What follows belongs to an exercise in optimizing a design on an open flow for small area and a short achievable clock period; a production flow would make more cautious choices.
Function was checked by simulation only, so behaviour that the tests miss may differ from the original.

==> run Z <==
## ROT_Cordic
module ROT_Cordic
#(parameter M=32,N=5)
(input signed [M-1:0] x_in,
 input signed [M-1:0] y_in,
 input signed [M-1:0] z_in,
 input [1:0] mode,
 input clk,
 input rst,
 output signed [M-1:0] xf,
 output signed [M-1:0] yf,
 output signed [M-1:0] zf);
export LEC_CHECK = 0
export CAP_MARGIN = 20
export CORE_MARGIN = 2
export CORE_UTILIZATION = 60
export SETUP_SLACK_MARGIN = 1.5
export SLEW_MARGIN = 20
create_clock -name core_clock -period 5.5 [get_ports {clk}]
standard.sh (not shown) runs the stock make flow with config.mk's settings and CLKGATE_MAP_FILE= SYNTH_SCRIPT=/design/flow/synth_recipe.tcl, a recipe that flattens the netlist after the stock synthesis.
==> flow/flow/run.sh <==
#!/bin/bash
# Own layout flow: the standard ORFS flow (standard.sh) with two
# synthesis changes: no full/half-adder cell extraction (ADDER_MAP_FILE
# empty) and ABC run with a delay-driven mapping script (abc_map.script).
# Everything after synthesis is the standard flow.
set -euo pipefail
W=$PWD
export FLOW_WORK=$W
export FLOW_ABC_SCRIPT=$W/flow/abc_map.script
bash standard.sh SYNTH_SCRIPT=$W/flow/synth.tcl ADDER_MAP_FILE= finish > $W/flow_make.log 2>&1
==> flow/flow/abc_map.script <==
strash
dch -f
map -D 2000
topo
stime -c
buffer -c
upsize -c -D 2000
dnsize -c -D 2000
==> flow/flow/synth.tcl <==
proc abc {args} {
  set i [lsearch -exact $args -script]
  if {$i >= 0} {
    lset args [expr {$i + 1}] $::env(FLOW_ABC_SCRIPT)
  }
  puts "flow abc: $args"
  yosys abc {*}$args
}
source $::env(FLOW_WORK)/synth_recipe.tcl
==> inputs of run B, as changes to run Z <==
==> flow/run.sh (new file) <==
#!/bin/bash
# synth_recipe.tcl (not shown) runs the flow's synth.tcl, then flattens the netlist and writes it again
# the make line also repeats each setting of config.mk as NAME=value (left out here)
make -C /OpenROAD-flow-scripts/flow DESIGN_CONFIG=/design/flow/config.mk WORK_HOME=/design/flow/orfs CLKGATE_MAP_FILE= SYNTH_SCRIPT=/design/flow/synth_recipe.tcl finish
removed: flow/flow/run.sh
removed: flow/flow/abc_map.script
removed: flow/flow/synth.tcl
removed: flow/standard.sh
==> results.txt <==
| quantity | run Z | run B |
|---|---|---|
| Outcome | complete, no violations | complete, no violations |
| Total of clock buffers placed in the layout | 460 | 466 |
| Worst path depth | 18 | 20 |
| Vertical die dimension | 607 um | 597 um |
| Met2 layer wire length in the routed design | 295000 um | 266000 um |
| Synth Area in XOR/XNOR | 16.6% | 14.8% |
| Met1 Usage GRT | 40.3% | 41.8% |
| Relative area of clock buffers and inverters in the final design | 5.24% | 4.78% |
| Post-DR wirelength/cell | 16.6 um | 18.7 um |
| Worst reg-to-reg path cell count | 14 | 17 |
| Met3 track utilization from global routing | 3.55% | 2.79% |
| Invs w/o clock | 4603 | 1233 |
| Post-layout net count | 33500 | 28400 |

========
==> v15 <==
Another version of the RTL of ROT_Cordic (not shown whole).
export LEC_CHECK = 0
export CAP_MARGIN = 20
export CORE_MARGIN = 2
export CORE_UTILIZATION = 60
export SETUP_SLACK_MARGIN = 2.5
export SLEW_MARGIN = 20
export TNS_END_PERCENT = 0
create_clock -name core_clock -period 5.5 [get_ports {clk}]
==> flow/flow/run.sh <==
#!/bin/bash
# Own layout flow: the standard ORFS flow (standard.sh) with two
# synthesis changes: no full/half-adder cell extraction (ADDER_MAP_FILE
# empty) and ABC run with a delay-driven mapping script (abc_map.script).
# Everything after synthesis is the standard flow.
set -euo pipefail
W=$PWD
export FLOW_WORK=$W
export FLOW_ABC_SCRIPT=$W/flow/abc_map.script
bash standard.sh SYNTH_SCRIPT=$W/flow/synth.tcl ADDER_MAP_FILE= finish > $W/flow_make.log 2>&1
==> flow/flow/abc_map.script <==
strash
dch -f
map -D 2000
topo
stime -c
buffer -c
upsize -c -D 2000
dnsize -c -D 2000
==> flow/flow/synth.tcl <==
proc abc {args} {
  set i [lsearch -exact $args -script]
  if {$i >= 0} {
    lset args [expr {$i + 1}] $::env(FLOW_ABC_SCRIPT)
  }
  puts "flow abc: $args"
  yosys abc {*}$args
}
source $::env(FLOW_WORK)/synth_recipe.tcl
==> inputs of v24, as changes to v15 <==
--- a/flow/design.v
+++ b/flow/design.v
@@ -1,12 +1,11 @@
 `timescale 1ns / 1ps
 module Cordic_stage
-#(parameter J=0, parameter [31:0] AC=32'd0, parameter [31:0] AH=32'd0,
-  parameter CLRXY=0)    
+#(parameter J=0, parameter [31:0] AC=32'd0, parameter [31:0] AH=32'd0)
 (input clk,
  input rst,
  input [1:0] mode,
  input f_in,
  input [31:0] x_in,
  input [31:0] y_in,
  input [31:0] z_in,
  output reg f_out,
@@ -18,37 +17,31 @@
  wire ysub = zadd;                              
  wire zsub = ~zadd;
  wire [63:0] yx = {{32{y_in[31]}}, y_in};
  wire [63:0] xx = {{32{x_in[31]}}, x_in};
  wire [31:0] ys = mode[1] ? yx[J+1 +: 32] : yx[J +: 32];
  wire [31:0] xs = mode[1] ? xx[J+1 +: 32] : xx[J +: 32];
  wire [31:0] a  = mode[1] ? AH : AC;
  wire [31:0] xn, yn, zn;
- addsub32 ax (x_in, ys, xsub, xn);
- addsub32 ay (y_in, xs, ysub, yn);
- addsub32 az (z_in, a,  zsub, zn);
+ add32_sk ax (x_in, ys ^ {32{xsub}}, xsub, xn);
+ add32_sk ay (y_in, xs ^ {32{ysub}}, ysub, yn);
+ add32_sk az (z_in, a  ^ {32{zsub}}, zsub, zn);
  wire kill = rst | f_in;
  always @(posedge clk) begin
    f_out <= kill;
-   if (CLRXY) begin
-     x_out <= kill ? 32'd0 : xn;
-     y_out <= kill ? 32'd0 : yn;
-   end else begin
-     x_out <= xn;
-     y_out <= {yn[31] & ~kill, yn[30:0]};
-   end
+   x_out <= xn;
+   y_out <= {yn[31] & ~kill, yn[30:0]};
    z_out <= rst ? 32'd0 : zn;
  end
 endmodule
-module addsub32 (input [31:0] a, input [31:0] b, input sub, output [31:0] s);
- wire [31:0] bb = b ^ {32{sub}};
- wire [31:0] p0 = a ^ bb;
- wire [31:0] g0 = a & bb;
- wire gc0 = g0[0] | (p0[0] & sub);
+module add32_sk (input [31:0] a, input [31:0] b, input ci, output [31:0] s);
+ wire [31:0] p0 = a ^ b;
+ wire [31:0] g0 = a & b;
+ wire gc0 = g0[0] | (p0[0] & ci);
  wire g1_1 = g0[1] | (p0[1] & gc0);
  wire p1_1 = p0[1] & p0[0];
  wire g1_3 = g0[3] | (p0[3] & g0[2]);
  wire p1_3 = p0[3] & p0[2];
  wire g1_5 = g0[5] | (p0[5] & g0[4]);
  wire p1_5 = p0[5] & p0[4];
  wire g1_7 = g0[7] | (p0[7] & g0[6]);
  wire p1_7 = p0[7] & p0[6];
@@ -199,17 +192,17 @@
  wire g5_28 = g4_28 | (p4_28 & g4_15);
  wire p5_28 = p4_28 & p4_15;
  wire g5_29 = g4_29 | (p4_29 & g4_15);
  wire p5_29 = p4_29 & p4_15;
  wire g5_30 = g4_30 | (p4_30 & g4_15);
  wire p5_30 = p4_30 & p4_15;
  wire g5_31 = g4_31 | (p4_31 & g4_15);
  wire p5_31 = p4_31 & p4_15;
- wire [31:0] c = {g5_30, g5_29, g5_28, g5_27, g5_26, g5_25, g5_24, g5_23, g5_22, g5_21, g5_20, g5_19, g5_18, g5_17, g5_16, g4_15, g4_14, g4_13, g4_12, g4_11, g4_10, g4_9, g4_8, g3_7, g3_6, g3_5, g3_4, g2_3, g2_2, g1_1, gc0, sub};
+ wire [31:0] c = {g5_30, g5_29, g5_28, g5_27, g5_26, g5_25, g5_24, g5_23, g5_22, g5_21, g5_20, g5_19, g5_18, g5_17, g5_16, g4_15, g4_14, g4_13, g4_12, g4_11, g4_10, g4_9, g4_8, g3_7, g3_6, g3_5, g3_4, g2_3, g2_2, g1_1, gc0, ci};
  assign s = p0 ^ c;
 endmodule
 `timescale 1ns / 1ps
 module pre_stage
 #(parameter M=32,N=5)
 (input signed [M-1:0] x_in,
  input signed [M-1:0] y_in,
  input signed [M-1:0] z_in,
@@ -285,16 +278,16 @@
  wire [31:0] y [0:M];
  wire [31:0] z [0:M];
  wire f [0:M];
  pre_stage m1(x_in,y_in,z_in,mode,clk,x[0],y[0],z[0]);
  assign f[0] = 1'b0;
  genvar j;
  generate
  for (j=0; j<M; j=j+1) begin : st
-   Cordic_stage #(.J(j), .AC(ATC[32*j +: 32]), .AH(ATH[32*j +: 32]), .CLRXY(j == M-1)) c1
+   Cordic_stage #(.J(j), .AC(ATC[32*j +: 32]), .AH(ATH[32*j +: 32])) c1
      (clk, rst, mode, f[j], x[j], y[j], z[j], f[j+1], x[j+1], y[j+1], z[j+1]);
  end
  endgenerate
- assign xf = x[M];
- assign yf = y[M];
+ assign xf = x[M] & {M{~f[M]}};
+ assign yf = y[M] & {M{~f[M]}};
  assign zf = z[M];
 endmodule
==> flow/run.sh (new file) <==
#!/bin/bash
# synth_recipe.tcl (not shown) runs the flow's synth.tcl, then flattens the netlist and writes it again
# the make line also repeats each setting of config.mk as NAME=value (left out here)
make -C /OpenROAD-flow-scripts/flow DESIGN_CONFIG=/design/flow/config.mk WORK_HOME=/design/flow/orfs CLKGATE_MAP_FILE= SYNTH_SCRIPT=/design/flow/synth_recipe.tcl finish
CORE_UTILIZATION = 70   (was 60)
SETUP_SLACK_MARGIN = 1.5   (was 2.5)
TNS_END_PERCENT = unset   (was 0)
removed: flow/flow/run.sh
removed: flow/flow/abc_map.script
removed: flow/flow/synth.tcl
removed: flow/standard.sh
==> summary of the runs <==
Against v15, the core utilization of v24 is higher by 20 points. Global-route usage: v24 is higher than v15 (1.0 points).

-- what the ideal ports hide --
The results above use ideal ports. As a check the final layouts listed here were re-extracted and re-timed, cells and wires unchanged.
Step 1: set_driving_cell puts a clkbuf_16 on clk and a buf_2 on each other input, an assumption about the parent block.
Step 2 adds t to the input delays and takes it off the output delays; t is the mean of the earliest and latest rising clock arrival at the registers after step 1. Input paths then give back, and output paths get back, about the clock's delay inside the block.
Three values: no drivers, after step 1, after step 2; two values: the first two.
run	t, ns	setup WS [ns]	worst setup path after step 2
run Z	1.073	1.478 / 1.189 / 0.117	input to register
run B	1.050	1.287 / 1.054 / 0.005	input to register
v15	1.067	1.729 / 1.542 / 0.475	input to register
v24	1.051	0.968 / 0.805 / -0.246	input to register
With both steps, setup timing fails in v24, where it was met with ideal ports. The setup slack of run Z, which loses most, moves by -0.289 ns with the drivers and by -1.361 ns with both steps.
